This design comes from an exercise in tuning for small area on the open sky130 flow, not from production work.
The RTL was checked by simulation tests, not by an equivalence proof against the original design.
Power is estimated from default activity; no workload was simulated.

===== flow/config.mk =====
export PLATFORM = sky130hd
export DESIGN_NAME = top
export DESIGN_NICKNAME = top
export VERILOG_FILES = /design/flow/design.v
export SDC_FILE = /design/flow/constraint.sdc
export NUM_CORES = 4
export LEC_CHECK = 0
export CAP_MARGIN = 20
export CORE_MARGIN = 2
export CORE_UTILIZATION = 40
export SLEW_MARGIN = 20

===== flow/constraint.sdc =====
create_clock -name core_clock -period 10.0 [get_ports {clk}]
set_input_delay 2.0000 -clock core_clock [delete_from_list [all_inputs] [get_ports {clk}]]
set_output_delay 2.0000 -clock core_clock [all_outputs]
set_load 0.01 [all_outputs]

===== flow/design.v =====
module top (
	input clk, reset, button, button1, button2, button3,
	output [23:0] HDMI_TX_D,
	output HDMI_TX_VS,
	output HDMI_TX_HS,
	output HDMI_TX_DE,
	output HDMI_TX_CLK,
	input HDMI_TX_INT,
	input HDMI_I2C_SDA_I,
	output HDMI_I2C_SDA_O,
	output HDMI_I2C_SCL,
	output READY
	);
	wire [9:0] x, y;
	wire tick, pclk;
	wire [8:0] q1, q2;
	wire [9:0] x_ball;
	wire [8:0] yb;
	wire p1_win, p2_win, won;
	wire [2:0] rgb;
	clock_divider c1 (.clk(clk), .reset(reset), .tick(tick), .pclk(pclk));
	vgaHdmi vgaHdmi (
		.clock(clk), .reset(reset), .pixEn(pclk),
		.pixelH(x), .pixelV(y),
		.hsync(HDMI_TX_HS), .vsync(HDMI_TX_VS), .dataEnable(HDMI_TX_DE)
	);
	assign HDMI_TX_CLK = pclk;
	paddle p1 (.clk(clk), .tick(tick), .reset(reset),
		.button(button), .button1(button1), .button2(button2), .button3(button3),
		.q1(q1), .q2(q2));
	ball b1 (.clk(clk), .tick(tick), .reset(reset), .won(won),
		.q1(q1), .q2(q2), .x_ball(x_ball), .yb(yb),
		.p1_win(p1_win), .p2_win(p2_win));
	game_state gs1 (.clk(clk), .reset(reset), .p1_win(p1_win), .p2_win(p2_win), .won(won));
	render r1 (.clk(clk), .reset(reset), .x(x), .y(y), .x_ball(x_ball), .yb(yb),
		.q1(q1), .q2(q2), .won(won), .p1_win(p1_win), .rgb(rgb));
	wire de = HDMI_TX_DE;
	assign HDMI_TX_D = {{8{de & rgb[2]}}, {8{de & rgb[1]}}, {8{de & rgb[0]}}};
	I2C_HDMI_Config I2C_HDMI_Config (
		.iCLK(clk), .iRST_N(reset), .pclk(pclk),
		.I2C_SCLK(HDMI_I2C_SCL), .I2C_SDAO(HDMI_I2C_SDA_O), .I2C_SDAI(HDMI_I2C_SDA_I),
		.HDMI_TX_INT(HDMI_TX_INT), .READY(READY)
	);
endmodule
module vgaHdmi(
  input clock, reset,
  input pixEn,
  output reg [9:0] pixelH, pixelV,
  output hsync, vsync,
  output dataEnable
);
wire h0   = (pixelH == 10'd0);
wire h1   = (pixelH == 10'd1);
wire hEnd = pixelH[9] & pixelH[8] & (&pixelH[4:0]);    
wire vEnd = pixelV[9] & pixelV[3] & pixelV[2];         
always @(posedge clock) begin
  if (!reset) begin
    pixelH <= 10'd0;
    pixelV <= 10'd0;
  end else if (pixEn) begin
    pixelH <= hEnd ? 10'd0 : pixelH + 10'd1;
    if (h0) pixelV <= vEnd ? 10'd0 : pixelV + 10'd1;
  end
end
assign hsync = !(pixelH >= 10'd658 && pixelH <= 10'd753);
assign vsync = h1 ? !(pixelV == 10'd492 || pixelV == 10'd493)
                  : !(pixelV == 10'd491 || pixelV == 10'd492);
assign dataEnable = (pixelH != 10'd0) && (pixelH <= 10'd640) &&
                    (h1 ? (pixelV != 10'd0 && pixelV <= 10'd480) : (pixelV < 10'd480));
endmodule
module render(
	input clk, reset,
	input [9:0] x, y,
	input [9:0] x_ball,
	input [8:0] yb, q1, q2,
	input won, p1_win,
	output reg [2:0] rgb
	);
	wire xp1 = (x >= 10'd20)  && (x <= 10'd36);
	wire xp2 = (x >= 10'd604) && (x <= 10'd620);
	wire [8:0]  qr = x[9] ? q2 : q1;
	wire [10:0] dp = {1'b0, y} - {2'b0, qr};
	wire pon = !dp[10] && (dp < 11'd80);
	wire p1on = xp1 && pon;
	wire p2on = xp2 && pon;
	wire [10:0] dbx = {1'b0, x} - {1'b0, x_ball} + 11'd8;      
	wire [10:0] dby = {1'b0, y} - {2'b0, yb} - 11'd1;          
	wire bon = (x_ball >= 10'd8) && (dbx <= 11'd16) && (dby <= 11'd16);
	always @(posedge clk)
		if (!reset) rgb <= 3'b000;
		else if (won) rgb <= {p1_win, 1'b0, ~p1_win};
		else rgb <= {p1on | (bon & ~p2on), bon & ~p1on & ~p2on, p2on | (bon & ~p1on)};
endmodule
module clock_divider(
    input clk, reset,
    output tick,
    output pclk
    );
    reg [7:0] cnt;
    assign tick = (cnt == 8'd127);
    assign pclk = cnt[0];
    always @(posedge clk)
        if (!reset) cnt <= 8'd0;
        else        cnt <= cnt + 8'd1;
endmodule
module ball(
	input clk, tick, reset, won,
	input [8:0] q1, q2,
	output reg [9:0] x_ball,
	output reg [8:0] yb,
	output p1_win, p2_win
	);
	reg xneg;             
	reg yup;              
	reg [2:0] s1, s2;
	assign p1_win = s1[2] & ~s1[1];
	assign p2_win = s2[2] & ~s2[1];
	wire ytop  = (yb == 9'd0);                                
	wire ybot  = yb[8] & yb[7] & yb[6] & yb[3] & yb[2] & yb[1];  
	wire xr    = x_ball[9] & x_ball[6] & x_ball[5] & x_ball[4] & x_ball[3];  
	wire xl    = (x_ball == 10'd0);
	wire zone  = (x_ball < 10'd36) || (x_ball > 10'd604);
	wire [8:0]  qc = x_ball[9] ? q2 : q1;
	wire [9:0]  dyq = {1'b0, yb} + 10'd8 - {1'b0, qc};
	wire coll  = zone && (dyq <= 10'd78);
	wire yup1  = yup ^ ytop ^ ybot;
	wire xneg1 = xneg ^ coll;
	always @(posedge clk)
	begin
		if (!reset) begin
			x_ball <= 10'd320;
			yb <= 9'd231;
			xneg <= 1'b0;
			yup <= 1'b1;
			s1 <= 3'b000;
			s2 <= 3'b000;
		end else if (tick && !won) begin
			if (xr || xl) begin
				x_ball <= 10'd320;
				yb <= 9'd231;
				yup <= ~yup1;
				xneg <= ~xneg1;
				if (xr) s1 <= {s1[1:0], ~s1[2]};
				else    s2 <= {s2[1:0], ~s2[2]};
			end else begin
				x_ball <= xneg1 ? x_ball - 10'd1 : x_ball + 10'd1;
				yb <= yup1 ? yb - 9'd1 : yb + 9'd1;
				yup <= yup1;
				xneg <= xneg1;
			end
		end
	end
endmodule
module paddle(
	input clk, tick, reset,
	input button, button1, button2, button3,
	output reg [8:0] q1, q2
	);
	wire top1 = (q1 == 9'd0);
	wire bot1 = q1[8] & q1[7] & q1[4];    
	wire top2 = (q2 == 9'd0);
	wire bot2 = q2[8] & q2[7] & q2[4];
	always @(posedge clk)
		if (!reset) q1 <= 9'd200;
		else if (tick && !button && !top1) q1 <= q1 - 9'd1;
		else if (tick && !button1 && !bot1) q1 <= q1 + 9'd1;
	always @(posedge clk)
		if (!reset) q2 <= 9'd200;
		else if (tick && !button2 && !top2) q2 <= q2 - 9'd1;
		else if (tick && !button3 && !bot2) q2 <= q2 + 9'd1;
endmodule
module game_state(
	input clk, reset,
	input p1_win, p2_win,
	output reg won
	);
	always @(posedge clk)
		if (!reset) won <= 1'b0;
		else        won <= p1_win | p2_win;
endmodule
module I2C_HDMI_Config (
	input  iCLK,
	input  iRST_N,
	input  pclk,             
	output I2C_SCLK,
	output I2C_SDAO,
	input  I2C_SDAI,
	input  HDMI_TX_INT,
	output reg READY
	);
	reg  [6:0] div;
	wire divEnd = div[6] & div[5] & div[2];       
	wire EN = (div == 7'd50) && !pclk;
	always @(posedge iCLK)
		if (!iRST_N) div <= 7'd0;
		else if (pclk) div <= divEnd ? 7'd0 : div + 7'd1;
	reg [1:0] st;             
	reg [4:0] idx;
	wire      done = &idx;    
	wire      mEND, mACK;
	wire      GO = (st == 2'd1);
	always @(posedge iCLK)
	begin
		if (!iRST_N) begin
			READY <= 1'b0;
			idx   <= 5'd0;
			st    <= 2'd0;
		end else if (EN) begin
			if (!done) begin
				READY <= 1'b0;
				case (st)
				2'd0: st <= 2'd1;
				2'd1: if (mEND) st <= mACK ? 2'd0 : 2'd2;
				default: begin
					idx <= idx + 5'd1;
					st  <= 2'd0;
				end
				endcase
			end else begin
				READY <= 1'b1;
				if (!HDMI_TX_INT) idx <= 5'd0;
			end
		end
	end
	I2C_Controller u0 (
		.CLOCK(iCLK), .EN(EN), .RESET(iRST_N),
		.GO(GO), .IDX(idx), .LAST(st == 2'd0),
		.I2C_SDAI(I2C_SDAI), .I2C_SDAO(I2C_SDAO), .I2C_SCLK(I2C_SCLK),
		.END(mEND), .ACK(mACK)
	);
endmodule
module I2C_Controller (
	input  CLOCK,
	input  EN,
	input  RESET,
	input  GO,
	input  [4:0] IDX,
	input  LAST,
	input  I2C_SDAI,
	output I2C_SDAO,
	output I2C_SCLK,
	output END,
	output ACK
);
	wire       hi, cap;
	wire [2:0] bitn;
	reg        capLast;
	reg [15:0] d;
	always @(posedge CLOCK)
		if (cap) capLast <= LAST;
	always @* begin
		case ({IDX[4:1] | {4{capLast}}, IDX[0]})
		5'd0 : d = 16'h9803;
		5'd1 : d = 16'h0100;
		5'd2 : d = 16'h0218;
		5'd3 : d = 16'h0300;
		5'd4 : d = 16'h1470;
		5'd5 : d = 16'h1520;
		5'd6 : d = 16'h1630;
		5'd7 : d = 16'h1846;
		5'd8 : d = 16'h4080;
		5'd9 : d = 16'h4110;
		5'd10: d = 16'h49A8;
		5'd11: d = 16'h5510;
		5'd12: d = 16'h5608;
		5'd13: d = 16'h96F6;
		5'd14: d = 16'h7307;
		5'd15: d = 16'h761f;
		5'd16: d = 16'h9803;
		5'd17: d = 16'h9902;
		5'd18: d = 16'h9ae0;
		5'd19: d = 16'h9c30;
		5'd20: d = 16'h9d61;
		5'd21: d = 16'ha2a4;
		5'd22: d = 16'ha3a4;
		5'd23: d = 16'ha504;
		5'd24: d = 16'hab40;
		5'd25: d = 16'haf16;
		5'd26: d = 16'hba60;
		5'd27: d = 16'hd1ff;
		5'd28: d = 16'hde10;
		5'd29: d = 16'he460;
		5'd30: d = 16'hfa7d;
		default: d = 16'hfa7d;    
		endcase
	end
	wire [7:0] byteData = hi ? d[15:8] : d[7:0];
	I2C_WRITE_WDATA wrd (
		.RESET_N(RESET), .PT_CK(CLOCK), .EN(EN), .GO(GO),
		.DBIT(byteData[bitn]), .BITN(bitn), .HI(hi), .CAP(cap),
		.SDAI(I2C_SDAI), .SDAO(I2C_SDAO), .SCLO(I2C_SCLK),
		.END_OK(END), .ACK_OK(ACK)
	);
endmodule
module I2C_WRITE_WDATA (
	input            RESET_N,
	input            PT_CK,
	input            EN,
	input            GO,
	input            DBIT,
	output     [2:0] BITN,
	output           HI,
	output           CAP,
	input            SDAI,
	output reg       SDAO,
	output reg       SCLO,
	output           END_OK,
	output reg       ACK_OK
);
	localparam S0 = 4'd0, S1 = 4'd1, S2 = 4'd2, S3 = 4'd3, S4 = 4'd4,
	           S5 = 4'd5, S6 = 4'd6, S7 = 4'd7, S8 = 4'd8, S9 = 4'd9,
	           S30 = 4'd10, S31 = 4'd11;
	reg [3:0] ST;
	reg [3:0] CNT;       
	reg [1:0] BYTE;      
	assign END_OK = (ST == S0) || (ST == S30) || (ST == S31);
	assign BITN = ~CNT[2:0];      
	assign HI   = ~BYTE[1];
	wire   cnt9 = CNT[3] & CNT[0];
	assign CAP  = EN && (ST == S5) && cnt9 && !BYTE[1];
	wire addrBit = (CNT[2:0] == 3'd1) || (CNT[2:0] == 3'd2) ||
	               (CNT[2:0] == 3'd3) || (CNT[2:0] == 3'd6);    
	wire txBit = CNT[3] ? 1'b1 : (BYTE == 2'd0) ? addrBit : DBIT;
	always @(posedge PT_CK) begin
		if (!RESET_N) begin
			ST     <= S0;
			SDAO   <= 1'b1;
			SCLO   <= 1'b1;
			ACK_OK <= 1'b0;
			CNT    <= 4'd0;
			BYTE   <= 2'd0;
		end else if (EN) begin
			case (ST)
			S0: begin
				SDAO <= 1'b1; SCLO <= 1'b1; ACK_OK <= 1'b0;
				CNT <= 4'd0; BYTE <= 2'd0;
				if (GO) ST <= S30;
			end
			S1: begin ST <= S2; SDAO <= 1'b0; SCLO <= 1'b1; end
			S2: begin ST <= S3; SDAO <= 1'b0; SCLO <= 1'b0; end
			S3: begin ST <= S4; SDAO <= txBit; end
			S4: begin ST <= S5; SCLO <= 1'b1; CNT <= CNT + 4'd1; end
			S5: begin
				SCLO <= 1'b0;
				if (cnt9) begin
					if (BYTE[1]) ST <= S6;
					else begin
						CNT <= 4'd0;
						ST <= S2;
						BYTE <= BYTE + 2'd1;
					end
					if (SDAI) ACK_OK <= 1'b1;
				end else ST <= S2;
			end
			S6: begin ST <= S7; SDAO <= 1'b0; SCLO <= 1'b0; end
			S7: begin ST <= S8; SDAO <= 1'b0; SCLO <= 1'b1; end
			S8: begin ST <= S9; SDAO <= 1'b1; SCLO <= 1'b1; end
			S9: begin
				ST <= S30; SDAO <= 1'b1; SCLO <= 1'b1;
				CNT <= 4'd0; BYTE <= 2'd0;
			end
			S30: if (!GO) ST <= S31;
			S31: begin ACK_OK <= 1'b0; ST <= S1; end
			default: ;
			endcase
		end
	end
endmodule

===== flow/run.sh =====
#!/bin/bash
# synth_recipe.tcl (not shown) runs the flow's synth.tcl, then flattens the netlist and writes it again
# the make line also repeats each setting of config.mk as NAME=value (left out here)
make -C /OpenROAD-flow-scripts/flow DESIGN_CONFIG=/design/flow/config.mk WORK_HOME=/design/flow/orfs CLKGATE_MAP_FILE= SYNTH_SCRIPT=/design/flow/synth_recipe.tcl finish

==> run summary, run 1 <==
outcome timing/DRC/antenna clean; mapped cell area 0.009295 mm^2; P_sw approximately 0.00023 W; die area 0.02447 mm^2; Worst-Skew Late Latency 0.36 ns; Slew @ Worst Pin 0.9165 ns; CTS max path bufs 2; RSZ-0062 raised after global routing false; Filler cells approximately 2,300; Clock Power Share 0.420; crit-path max cell delay 0.76 ns; share of layout cells above drive strength 1 0.04714; largest net degree at the start of global routing 56; post-route cell area 0.01005 mm^2; reg2reg start b1.x_ball[9]$_SDFFE_PN0P_; f_max 0.1671 GHz; setup TNS 0 ns; CTS H-tree lvls 3; WS Path Type flop to flop; hold_buf cts 0; DRT Pass-1 Iters 5; worst hold margin 0.4584 ns; global-route usage over all layers 0.1867; drt first-iter violations 452; Distinct cells, synth 82; Syn Nets 1,315; final cycle utilization of the critical path 0.5984; core area 0.02271 mm^2; Period minus WS final 5.984 ns; Logic pwr share 0.091; reg2reg end b1.x_ball[9]$_SDFFE_PN0P_; Int Pwr 0.0006683 W; IO Pins 39; Final nets 1,301; worst r2r path cells 21; fin util 0.4427; IO Port Bufs 38; Syn Area/Cell 7.765 um^2; sw frac 0.2527; die height 156.4 um; commonest non-fill, non-tap cell in the layout nor2_1; critical path's most frequent cell ha_1; drt wl/cell ~15 um; Post-synth EDFFs 1; CP Cell Sequence mux2_2 -> ha_1 -> inv_1 -> ha_1 -> a21oi_1 -> nand2_1 -> or3_1 -> a22o_1 -> a41oi_2 -> and2_4 -> xor2_1 -> ha_1 -> a21o_1 -> a211oi_1 -> o21ai_0 -> a41oi_1 -> nor2_1 -> nand3_1 -> o2111ai_1 -> nor2_1 -> a21oi_1; initial antenna violation count 0; Layout area overhead 8.157%; vias per cell 5.585; MaxCap Viol Count 0; total gr overflow 0; fraction of registers with async set/reset 0; Critical Path Slowest Stage Cell dfxtp_1; via count 8,227; final WL 22,540 um; origin of the worst min-delay path b1.s1[0]$_SDFFE_PN0P_; Static Leak approximately 4 nW; Hold Crit Class flop to flop; Clock Sinks 106; Final Hold Viols 0; CTS tree yes; GPL Wtd Cong 0.9052; Seq/Total Area, Yosys 0.2294; skew final 0.01043 ns; WP data required 10.21 ns; clock root cell clkbuf_16; flop2flop setup slack 4.02 ns; Starting Density 0.4093; cts bufs inserted 9; maximum VDD drop 77.83 uV; hpwl dp 16,590 um; top_reg_cell synth dfxtp_1; post-CTS setup buffers 0; final setup fails 0; Worst EP arrival 6.20 ns; yosys warns 9; DRC viols 0; Worst setup EP type flop; Area after DPL 0.009736 mm^2; cells after synthesis 1,197; Worst Hold Path EP b1.s1[1]$_SDFFE_PN0P_; max-slew violations 0; Crit Path Max Fanout 17; Core Rows 55; CTS-repair resized insts 0; #FFs+latches synth 106; CP Launch Type flop; WHS Path Cells 2; Slew HR 0.3833; power per cell area 88.95 mW/mm^2; Final ANT Viol Nets 0; most frequent cells in the layout nor2_1 (120), dfxtp_1 (105), ha_1 (103); first-pass GRT wire length 37,340 um; vias in the first global route 7,481; die width 156.4 um; CTS clk-pin slew, worst paths ~0.07 ns; # diodes 0; sequential power share 0.489
-- power groups by stage --
stage	Combinational (W)	Clock [W]	Sequential [W]
2_1_floorplan	0.0000644	0	0.000441
3_3_place_gp	0.0000808	0	0.000447
3_5_place_dp	0.0000807	0	0.000447
6_report	0.0000813	0.000376	0.000437
4_1_cts	0.0000812	0.000387	0.000437
5_1_grt	0.0000918	0.000401	0.000439
-- layout make-up --
type	count	area, um^2	area share
Tap cell	285	356.6	0.03547
Timing Repair Buffer	48	455.4	0.04530
Clock buffer	12	256.5	0.02551
Sequential cell	106	2132	0.2121
Multi-Input combinational cell	947	6536	0.6502
Inverter	71	266.5	0.02651
Clock inverter	4	50.05	0.004978
-- state kept, by name (all words and copies together), names as in the netlist, 4 cells and up --
signal,count
b1.x_ball,10
vgaHdmi.pixelH,10
vgaHdmi.pixelV,10
b1.yb,9
p1.q1,9
p1.q2,9
c1.cnt,8
I2C_HDMI_Config.div,7
I2C_HDMI_Config.idx,5
I2C_HDMI_Config.u0.wrd.CNT,4
I2C_HDMI_Config.u0.wrd.ST,4
-- worst max path at each step --
| stage | end | slack, ns | from |
|---|---|---|---|
| 3_3_place_gp | b1.x_ball[9]$_SDFFE_PN0P_ | 4.14 | b1.x_ball[9]$_SDFFE_PN0P_ |
| 3_5_place_dp | b1.x_ball[9]$_SDFFE_PN0P_ | 4.11 | b1.x_ball[9]$_SDFFE_PN0P_ |
| 6_report | b1.x_ball[9]$_SDFFE_PN0P_ | 4.02 | b1.x_ball[9]$_SDFFE_PN0P_ |
| 4_1_cts | b1.x_ball[9]$_SDFFE_PN0P_ | 4.06 | b1.x_ball[9]$_SDFFE_PN0P_ |
| 5_1_grt | b1.x_ball[9]$_SDFFE_PN0P_ | 3.44 | b1.x_ball[9]$_SDFFE_PN0P_ |
| 2_1_floorplan | b1.x_ball[9]$_SDFFE_PN0P_ | 4.63 | b1.x_ball[9]$_SDFFE_PN0P_ |
-- worst max-delay path, delay by kind of cell (launching register included) --
kind	cells	cell delay [ns]
AOI/OAI and AO/OA	9	2.07
and+or+nand+nor	6	1.00
adders and majority gates	3	0.97
DFF	1	0.76
buffers and inverters	1	0.04
xor gates and xnor gates	1	0.60
muxes	1	0.41
-- synthesized netlist by cell type, types with 33 or more instances --
cell type | instances | area [um^2]
a21oi_1 | 85 | 425.4
nor3_1 | 45 | 225.2
dfxtp_1 | 105 | 2102
nand2_1 | 92 | 345.3
nand3_1 | 33 | 165.2
xnor2_1 | 39 | 341.6
nor2_1 | 120 | 450.4
clkbuf_1 | 40 | 150.1
inv_1 | 69 | 259.0
xor2_1 | 34 | 297.8
ha_1 | 103 | 1289
o21ai_0 | 52 | 260.3
-- kinds of logic after synthesis --
kind of cell,count (synthesis),share of synthesized area
flip-flops,106,0.2294
adder cells (fa/ha/maj),110,0.1537
XOR/XNOR,73,0.06879
AND/OR/NAND/NOR,423,0.2256
multiplexers,29,0.03204
buffers and inverters,144,0.06784
AO/OA/AOI/OAI,312,0.2226
-- stage by stage --
| step | worst slack, ns | total power [W] | std cells |
|---|---|---|---|
| global route | 3.440 | 0.0009311 | 1473 |
| finish | 4.016 | 0.0008943 | 1473 |
| detailed placement | 4.109 | 0.0005280 | 1456 |
| floorplan | 4.631 | 0.0005053 | 1197 |
| CTS | 4.061 | 0.0009054 | 1472 |
| global placement | 4.138 | 0.0005280 | 1456 |
-- layer usage --
metal	up-vias	global-route usage	routed length, um
met5	-	0	0
met4	0	0.05461	416
met3	26	0.02603	792
met2	149	0.3065	10270
met1	3794	0.2549	11070
li1	4258	-	-
==> inputs of run 2 (changes only) <==
--- a/flow/design.v
+++ b/flow/design.v
@@ -18,11 +18,12 @@
 	wire [8:0] yb;
 	wire p1_win, p2_win, won;
 	wire [2:0] rgb;
-	clock_divider c1 (.clk(clk), .reset(reset), .tick(tick), .pclk(pclk));
+	wire lineEnd;
+	clock_divider c1 (.clk(clk), .reset(reset), .pixelH(x[6:0]), .lineEnd(lineEnd), .tick(tick), .pclk(pclk));
 	vgaHdmi vgaHdmi (
 		.clock(clk), .reset(reset), .pixEn(pclk),
 		.pixelH(x), .pixelV(y),
-		.hsync(HDMI_TX_HS), .vsync(HDMI_TX_VS), .dataEnable(HDMI_TX_DE)
+		.hsync(HDMI_TX_HS), .vsync(HDMI_TX_VS), .dataEnable(HDMI_TX_DE), .lineEnd(lineEnd)
 	);
 	assign HDMI_TX_CLK = pclk;
 	paddle p1 (.clk(clk), .tick(tick), .reset(reset),
@@ -47,26 +48,47 @@
   input pixEn,
   output reg [9:0] pixelH, pixelV,
   output hsync, vsync,
-  output dataEnable
+  output dataEnable,
+  output lineEnd
 );
-wire h0   = (pixelH == 10'd0);
+function ge10(input [9:0] a, input [9:0] b);
+  integer i;
+  reg c;
+  begin
+    c = 1'b1;
+    for (i = 0; i < 10; i = i + 1)
+      c = (a[i] & ~b[i]) | ((a[i] | ~b[i]) & c);
+    ge10 = c;
+  end
+endfunction
+wire h0   = ~|pixelH;
 wire h1   = (pixelH == 10'd1);
 wire hEnd = pixelH[9] & pixelH[8] & (&pixelH[4:0]);    
 wire vEnd = pixelV[9] & pixelV[3] & pixelV[2];         
+assign lineEnd = pixEn & hEnd;
+wire [10:0] th;
+wire [10:0] tv;
+assign th[0] = 1'b1;
+assign tv[0] = 1'b1;
+genvar i;
+generate for (i = 0; i < 10; i = i + 1) begin : g
+  assign th[i+1] = th[i] & pixelH[i];
+  assign tv[i+1] = tv[i] & pixelV[i];
+end endgenerate
 always @(posedge clock) begin
   if (!reset) begin
     pixelH <= 10'd0;
     pixelV <= 10'd0;
   end else if (pixEn) begin
-    pixelH <= hEnd ? 10'd0 : pixelH + 10'd1;
-    if (h0) pixelV <= vEnd ? 10'd0 : pixelV + 10'd1;
+    pixelH <= hEnd ? 10'd0 : pixelH ^ th[9:0];
+    if (h0) pixelV <= vEnd ? 10'd0 : pixelV ^ tv[9:0];
   end
 end
-assign hsync = !(pixelH >= 10'd658 && pixelH <= 10'd753);
+assign hsync = !(ge10(pixelH, 10'd658) && !ge10(pixelH, 10'd754));
 assign vsync = h1 ? !(pixelV == 10'd492 || pixelV == 10'd493)
                   : !(pixelV == 10'd491 || pixelV == 10'd492);
-assign dataEnable = (pixelH != 10'd0) && (pixelH <= 10'd640) &&
-                    (h1 ? (pixelV != 10'd0 && pixelV <= 10'd480) : (pixelV < 10'd480));
+assign dataEnable = !h0 && !ge10(pixelH, 10'd641) &&
+                    (h1 ? (pixelV != 10'd0 && !ge10(pixelV, 10'd481)) : !ge10(pixelV, 10'd480));
 endmodule
 module render(
 	input clk, reset,
@@ -76,32 +98,60 @@
 	input won, p1_win,
 	output reg [2:0] rgb
 	);
-	wire xp1 = (x >= 10'd20)  && (x <= 10'd36);
-	wire xp2 = (x >= 10'd604) && (x <= 10'd620);
+	function ge10(input [9:0] a, input [9:0] b);
+		integer i;
+		reg c;
+		begin
+			c = 1'b1;
+			for (i = 0; i < 10; i = i + 1)
+				c = (a[i] & ~b[i]) | ((a[i] | ~b[i]) & c);
+			ge10 = c;
+		end
+	endfunction
+	function [10:0] sub11(input [10:0] a, input [10:0] b, input cin);
+		integer i;
+		reg c;
+		begin
+			c = cin;
+			for (i = 0; i < 11; i = i + 1) begin
+				sub11[i] = a[i] ^ ~b[i] ^ c;
+				c = (a[i] & ~b[i]) | ((a[i] | ~b[i]) & c);
+			end
+		end
+	endfunction
+	wire xp1 = ge10(x, 10'd20)  && !ge10(x, 10'd37);
+	wire xp2 = ge10(x, 10'd604) && !ge10(x, 10'd621);
 	wire [8:0]  qr = x[9] ? q2 : q1;
-	wire [10:0] dp = {1'b0, y} - {2'b0, qr};
-	wire pon = !dp[10] && (dp < 11'd80);
+	wire [10:0] dp = sub11({1'b0, y}, {2'b0, qr}, 1'b1);           
+	wire pon = !dp[10] && !dp[9] && !dp[8] && !dp[7] && !(dp[6] && (dp[5] || dp[4]));   
 	wire p1on = xp1 && pon;
 	wire p2on = xp2 && pon;
-	wire [10:0] dbx = {1'b0, x} - {1'b0, x_ball} + 11'd8;      
-	wire [10:0] dby = {1'b0, y} - {2'b0, yb} - 11'd1;          
-	wire bon = (x_ball >= 10'd8) && (dbx <= 11'd16) && (dby <= 11'd16);
+	wire [10:0] dbx = sub11({1'b0, x}, {1'b0, x_ball}, 1'b1);      
+	wire [10:0] dby = sub11({1'b0, y}, {2'b0, yb}, 1'b0);          
+	wire bx  = (&dbx[10:3]) || (~|dbx[10:4] && (!dbx[3] || ~|dbx[2:0]));
+	wire by  = ~|dby[10:5] && (!dby[4] || ~|dby[3:0]);
+	wire bon = ge10(x_ball, 10'd8) && bx && by;
 	always @(posedge clk)
-		if (!reset) rgb <= 3'b000;
-		else if (won) rgb <= {p1_win, 1'b0, ~p1_win};
+		if (won) rgb <= {p1_win, 1'b0, ~p1_win};
 		else rgb <= {p1on | (bon & ~p2on), bon & ~p1on & ~p2on, p2on | (bon & ~p1on)};
 endmodule
 module clock_divider(
     input clk, reset,
+    input [6:0] pixelH,
+    input lineEnd,            
     output tick,
-    output pclk
+    output reg pclk
     );
-    reg [7:0] cnt;
-    assign tick = (cnt == 8'd127);
-    assign pclk = cnt[0];
+    reg [1:0] kline;
+    assign tick = pclk && (&pixelH[4:0]) && (pixelH[6:5] == kline);
     always @(posedge clk)
-        if (!reset) cnt <= 8'd0;
-        else        cnt <= cnt + 8'd1;
+        if (!reset) begin
+            pclk  <= 1'b0;
+            kline <= 2'd1;
+        end else begin
+            pclk  <= ~pclk;
+            if (lineEnd) kline <= {kline[1] ^ ~kline[0], ~kline[0]};
+        end
 endmodule
 module ball(
 	input clk, tick, reset, won,
@@ -110,21 +160,54 @@
 	output reg [8:0] yb,
 	output p1_win, p2_win
 	);
+	function ge10(input [9:0] a, input [9:0] b);
+		integer i;
+		reg c;
+		begin
+			c = 1'b1;
+			for (i = 0; i < 10; i = i + 1)
+				c = (a[i] & ~b[i]) | ((a[i] | ~b[i]) & c);
+			ge10 = c;
+		end
+	endfunction
+	function [9:0] sub10(input [9:0] a, input [9:0] b);
+		integer i;
+		reg c;
+		begin
+			c = 1'b1;
+			for (i = 0; i < 10; i = i + 1) begin
+				sub10[i] = a[i] ^ ~b[i] ^ c;
+				c = (a[i] & ~b[i]) | ((a[i] | ~b[i]) & c);
+			end
+		end
+	endfunction
 	reg xneg;             
 	reg yup;              
 	reg [2:0] s1, s2;
 	assign p1_win = s1[2] & ~s1[1];
 	assign p2_win = s2[2] & ~s2[1];
-	wire ytop  = (yb == 9'd0);                                
+	wire ytop  = ~|yb;                                           
 	wire ybot  = yb[8] & yb[7] & yb[6] & yb[3] & yb[2] & yb[1];  
 	wire xr    = x_ball[9] & x_ball[6] & x_ball[5] & x_ball[4] & x_ball[3];  
-	wire xl    = (x_ball == 10'd0);
-	wire zone  = (x_ball < 10'd36) || (x_ball > 10'd604);
-	wire [8:0]  qc = x_ball[9] ? q2 : q1;
-	wire [9:0]  dyq = {1'b0, yb} + 10'd8 - {1'b0, qc};
-	wire coll  = zone && (dyq <= 10'd78);
+	wire xl    = ~|x_ball;
+	wire zone  = !ge10(x_ball, 10'd36) || ge10(x_ball, 10'd605);
+	wire [8:0] qc = x_ball[9] ? q2 : q1;
+	wire [9:0] dyq = sub10({1'b0, yb}, {1'b0, qc});
+	wire coll  = zone && ((dyq[9] && (&dyq[8:3])) ||
+	                      (!dyq[9] && !ge10(dyq, 10'd71)));
 	wire yup1  = yup ^ ytop ^ ybot;
 	wire xneg1 = xneg ^ coll;
+	wire [10:0] tx;
+	wire [9:0]  ty;
+	assign tx[0] = 1'b1;
+	assign ty[0] = 1'b1;
+	genvar i;
+	generate for (i = 0; i < 10; i = i + 1) begin : gx
+		assign tx[i+1] = tx[i] & (x_ball[i] ^ xneg1);
+	end
+	for (i = 0; i < 9; i = i + 1) begin : gy
+		assign ty[i+1] = ty[i] & (yb[i] ^ yup1);
+	end endgenerate
 	always @(posedge clk)
 	begin
 		if (!reset) begin
@@ -143,8 +226,8 @@
 				if (xr) s1 <= {s1[1:0], ~s1[2]};
 				else    s2 <= {s2[1:0], ~s2[2]};
 			end else begin
-				x_ball <= xneg1 ? x_ball - 10'd1 : x_ball + 10'd1;
-				yb <= yup1 ? yb - 9'd1 : yb + 9'd1;
+				x_ball <= x_ball ^ tx[9:0];
+				yb <= yb ^ ty[8:0];
 				yup <= yup1;
 				xneg <= xneg1;
 			end
@@ -160,14 +243,24 @@
 	wire bot1 = q1[8] & q1[7] & q1[4];    
 	wire top2 = (q2 == 9'd0);
 	wire bot2 = q2[8] & q2[7] & q2[4];
+	wire dec1 = tick && !button && !top1;
+	wire inc1 = tick && !(!button && !top1) && !button1 && !bot1;
+	wire dec2 = tick && !button2 && !top2;
+	wire inc2 = tick && !(!button2 && !top2) && !button3 && !bot2;
+	wire [9:0] t1, t2;
+	assign t1[0] = dec1 | inc1;
+	assign t2[0] = dec2 | inc2;
+	genvar i;
+	generate for (i = 0; i < 9; i = i + 1) begin : g
+		assign t1[i+1] = t1[i] & (q1[i] ^ dec1);
+		assign t2[i+1] = t2[i] & (q2[i] ^ dec2);
+	end endgenerate
 	always @(posedge clk)
 		if (!reset) q1 <= 9'd200;
-		else if (tick && !button && !top1) q1 <= q1 - 9'd1;
-		else if (tick && !button1 && !bot1) q1 <= q1 + 9'd1;
+		else        q1 <= q1 ^ t1[8:0];
 	always @(posedge clk)
 		if (!reset) q2 <= 9'd200;
-		else if (tick && !button2 && !top2) q2 <= q2 - 9'd1;
-		else if (tick && !button3 && !bot2) q2 <= q2 + 9'd1;
+		else        q2 <= q2 ^ t2[8:0];
 endmodule
 module game_state(
 	input clk, reset,
@@ -193,7 +286,7 @@
 	wire EN = (div == 7'd50) && !pclk;
 	always @(posedge iCLK)
 		if (!iRST_N) div <= 7'd0;
-		else if (pclk) div <= divEnd ? 7'd0 : div + 7'd1;
+		else if (pclk) div <= divEnd ? 7'd0 : div ^ {&div[5:0], &div[4:0], &div[3:0], &div[2:0], &div[1:0], div[0], 1'b1};
 	reg [1:0] st;             
 	reg [4:0] idx;
 	wire      done = &idx;    
@@ -212,7 +305,7 @@
 				2'd0: st <= 2'd1;
 				2'd1: if (mEND) st <= mACK ? 2'd0 : 2'd2;
 				default: begin
-					idx <= idx + 5'd1;
+					idx <= idx ^ {&idx[3:0], &idx[2:0], &idx[1:0], idx[0], 1'b1};
 					st  <= 2'd0;
 				end
 				endcase
@@ -339,7 +432,7 @@
 			S1: begin ST <= S2; SDAO <= 1'b0; SCLO <= 1'b1; end
 			S2: begin ST <= S3; SDAO <= 1'b0; SCLO <= 1'b0; end
 			S3: begin ST <= S4; SDAO <= txBit; end
-			S4: begin ST <= S5; SCLO <= 1'b1; CNT <= CNT + 4'd1; end
+			S4: begin ST <= S5; SCLO <= 1'b1; CNT <= CNT ^ {&CNT[2:0], &CNT[1:0], CNT[0], 1'b1}; end
 			S5: begin
 				SCLO <= 1'b0;
 				if (cnt9) begin
@@ -347,7 +440,7 @@
 					else begin
 						CNT <= 4'd0;
 						ST <= S2;
-						BYTE <= BYTE + 2'd1;
+						BYTE <= {BYTE[0], ~BYTE[0]};    
 					end
 					if (SDAI) ACK_OK <= 1'b1;
 				end else ST <= S2;
--- a/flow/config.mk
+++ b/flow/config.mk
@@ -7,5 +7,5 @@
 export LEC_CHECK = 0
 export CAP_MARGIN = 20
 export CORE_MARGIN = 2
-export CORE_UTILIZATION = 40
+export CORE_UTILIZATION = 70
 export SLEW_MARGIN = 20
==> run summary, run 2 <==
sw frac 0.2565 (+0.003834); Slew HR 0.3379 (-0.04544); Starting Density 0.7127 (+0.3034); yosys warns 9 (unchanged); vias in the first global route 7,116 (-4.9%); Worst-Skew Late Latency 0.37 ns (about the same); most frequent cells in the layout dfxtp_1 (99), nor2_1 (88), nand2_1 (74); CTS tree yes; mapped cell area 0.008103 mm^2 (-13%); RSZ-0062 raised after global routing false; Filler cells 827 (-64%); Post-synth EDFFs 1 (unchanged); CTS clk-pin slew, worst paths 0.08 ns (about the same); WP data required 10.30 ns (+0.09 ns); Worst EP arrival 6.56 ns (+0.36 ns); hold_buf cts 0 (unchanged); maximum VDD drop 142.5 uV (+83%); die area 0.01245 mm^2 (-49%); Clock Sinks 101 (-4.7%); hpwl dp 14,350 um (-13%); core area 0.01137 mm^2 (-50%); sequential power share 0.490 (about the same); share of the synthesized area in the top cell type 0.2471 (+0.02093); first-pass GRT wire length 34,440 um (-7.8%); MaxCap Viol Count 0 (unchanged); DRT Pass-1 Iters 7 (+2); post-route cell area 0.008581 mm^2 (-15%); Area after DPL 0.008265 mm^2 (-15%); Worst setup EP type flop; max-slew violations 0 (unchanged); CTS-repair resized insts 0 (unchanged); WP buf/inv 4 (+3); global-route usage over all layers 0.3343 (+0.1477); Core Rows 39 (-29%); cells after synthesis 990 (-17%); DRC viols 0 (unchanged); family with the most delay on the worst path adder cells; Hold Crit Class flop to flop; post-CTS setup buffers 0 (unchanged); CP Launch Type flop; crit-path max cell delay 0.76 ns (about the same); die width 111.6 um (-29%); final cycle utilization of the critical path 0.6253 (+0.02697); top_reg_cell synth dfxtp_1; Logic pwr share 0.052 (-0.039); die height 111.6 um (-29%); Int Pwr 0.0006216 W (-7.0%); total gr overflow 0 (unchanged); Synth area leader dfxtp_1; Final ANT Viol Nets 0 (unchanged); Synth area leaders dfxtp_1 (25%), fa_1 (7.4%), ha_1 (6.2%); drt first-iter violations 843 (+87%); WS Path Type flop to flop; CP Cell Sequence mux2_2 -> ha_1 -> inv_1 -> fa_1 -> inv_1 -> fa_1 -> inv_1 -> fa_1 -> inv_1 -> fa_1 -> fa_1 -> fa_1 -> fa_1 -> fa_1 -> nand3b_1 -> nor4_1 -> o22ai_1 -> xnor2_2 -> mux2i_1 -> mux2i_1; commonest cells in the netlist dfxtp_1 (100), nor2_1 (88), nand2_1 (74); Final Hold Viols 0 (unchanged); Period minus WS final 6.253 ns (+0.2697 ns); biggest regs b1.x_ball (10), vgaHdmi.pixelH (10), vgaHdmi.pixelV (10); share of layout cells above drive strength 1 0.05827 (+0.01113); Syn Area/Cell 8.185 um^2 (+5.4%); Clock Power Share 0.459 (+0.039); Static Leak 3.087 nW (-21%); P_sw 0.0002145 W (-5.1%); critical path's most frequent cell fa_1; Slew @ Worst Pin 0.9865 ns (+0.06999 ns); top-count cell post-synth dfxtp_1; cts bufs inserted 9 (unchanged); CTS H-tree lvls 3 (unchanged); skew final 0.01082 ns (+0.0003903 ns); # diodes 0 (unchanged); largest net degree at the start of global routing 52 (-7.1%); power per cell area 97.45 mW/mm^2 (+9.5%); CTS max path bufs 2 (unchanged); fraction of registers with async set/reset 0 (unchanged); via count 7,501 (-8.8%); IO Pins 39 (unchanged); Syn Nets 1,068 (-19%); vias per cell 6.794 (+22%); pre-CTS WS 3.858 ns (-0.2508 ns); drt wl/cell 18.42 um (+20%); #FFs+latches synth 101 (-4.7%); Pwr Total 0.0008362 W (-6.5%); commonest non-fill, non-tap cell in the layout dfxtp_1; final WL 20,330 um (-9.8%); Critical Path Slowest Stage Cell dfxtp_1; setup TNS 0 ns (unchanged); Seq/Total Area, Yosys 0.2508 (+0.02140); Layout area overhead 5.899%; setup ws final 3.747 ns (-0.2697 ns); outcome timing/DRC/antenna clean; Final nets 1,034 (-21%); Distinct cells, synth 86 (+4.9%); Crit Path Max Fanout 17 (unchanged); final setup fails 0 (unchanged); clock root cell clkbuf_16; f_max 0.1599 GHz (-4.3%); initial antenna violation count 0 (unchanged); GPL Wtd Cong 0.9368 (+3.5%); IO Port Bufs 38 (unchanged)
[run 2: cell types whose count changed in the layout (fill, tap and decap cells not counted), moves of 17 or more]
| cell | change |
|---|---|
| fa_1 | +23 |
| ha_1 | -63 |
| a21o_1 | -17 |
| nand2_1 | -18 |
| nor2_1 | -32 |
| a21oi_1 | -39 |
| nor3_1 | -20 |
| xnor2_1 | -22 |
| xor2_1 | -17 |
[run 2: power groups by stage]
stage               Sequential (W)  Clock [W]  Combinational [W]
global route              0.000410   0.000398          0.0000475
global placement          0.000419          0          0.0000395
CTS                       0.000409   0.000383          0.0000424
floorplan                 0.000416          0          0.0000309
detailed placement        0.000419          0          0.0000419
finish                    0.000410   0.000384          0.0000431
[run 2: metal layers]
layer	vias up	GRT usage	part of all wire
li1	3466	-	-
met1	3595	0.4467	0.43
met2	377	0.5472	0.48
met3	63	0.05934	0.070
met4	0	0.1243	0.028
met5	-	0	0
[run 2: cells by family (layout without fill, tap and decap cells)]
group / count (synthesis) / count (layout) / synth area share
AOI/OAI and AO/OA: 229 / 229 / 0.1930
xor gates and xnor gates: 36 / 36 / 0.04169
adders and majority gates: 73 / 73 / 0.1396
buffers and inverters: 145 / 116 / 0.07906
DFF: 101 / 101 / 0.2508
muxes: 58 / 58 / 0.07443
and+or+nand+nor: 348 / 348 / 0.2214
[run 2: final cells by class]
| cell class | count | area [um^2] | share of cell area |
|---|---|---|---|
| Clock buffer | 9 | 225.2 | 0.02625 |
| Sequential cell | 101 | 2033 | 0.2369 |
| Inverter | 59 | 221.5 | 0.02581 |
| Clock inverter | 7 | 88.84 | 0.01035 |
| Timing Repair Buffer | 41 | 402.9 | 0.04695 |
| Multi-Input combinational cell | 744 | 5430 | 0.6328 |
| Tap cell | 143 | 178.9 | 0.02085 |
[run 2: worst register-to-register path: stages, from the launching register on]
cell,delay [ns]
dfxtp_1,0.76
mux2_2,0.43
ha_1,0.18
inv_1,0.06
fa_1,0.15
inv_1,0.05
fa_1,0.35
inv_1,0.07
fa_1,0.16
inv_1,0.05
fa_1,0.38
fa_1,0.40
fa_1,0.39
fa_1,0.40
fa_1,0.52
nand3b_1,0.11
nor4_1,0.35
o22ai_1,0.28
xnor2_2,0.55
mux2i_1,0.32
mux2i_1,0.21
[run 2: path summary, 6_finish.rpt]
path | from | endpoint | slack (ns) | cells after the start
worst min-delay path | I2C_HDMI_Config.READY$_SDFFE_PN0P_ | I2C_HDMI_Config.READY$_SDFFE_PN0P_ | 0.46 | 2
worst max-delay path | b1.x_ball[9]$_SDFFE_PN0P_ | b1.x_ball[3]$_SDFFE_PN0P_ | 3.75 | 20
worst min register to register | I2C_HDMI_Config.READY$_SDFFE_PN0P_ | I2C_HDMI_Config.READY$_SDFFE_PN0P_ | 0.46 | 2
worst max register to register | b1.x_ball[9]$_SDFFE_PN0P_ | b1.x_ball[3]$_SDFFE_PN0P_ | 3.75 | 20
[run 2: metrics by stage]
step                utilization  hold slack, ns  std cells
global route             0.7547          0.4844       1104
global placement         0.7270          0.4431       1088
detailed placement       0.7270          0.4487       1088
floorplan                     -          0.4488        990
CTS                      0.7546          0.4587       1104
finish                   0.7547          0.4564       1104

## afterwards: timing with drivers on the ports
Ports are ideal in the flow. The routed layouts listed here were re-timed in OpenROAD.
Step 1: set_driving_cell puts a clkbuf_16 on clk and a buf_2 on each other input, an assumption about the parent block.
Step 2 also shifts input and output timing later by t, the mid clock arrival at the registers, as if the neighbouring blocks saw the same clock.
Three values: ideal, step 1, step 2; two values: the first two.
run	shift t [ns]	setup slack, ns	worst setup path at the end	worst register clock-pin slew, ns
run 1	0.398	4.016 / 4.016 / 4.016	register to register	0.08 / 0.08
run 2	0.407	3.747 / 3.747 / 3.747	register to register	0.08 / 0.08
After both steps setup and hold are still met in every run listed.
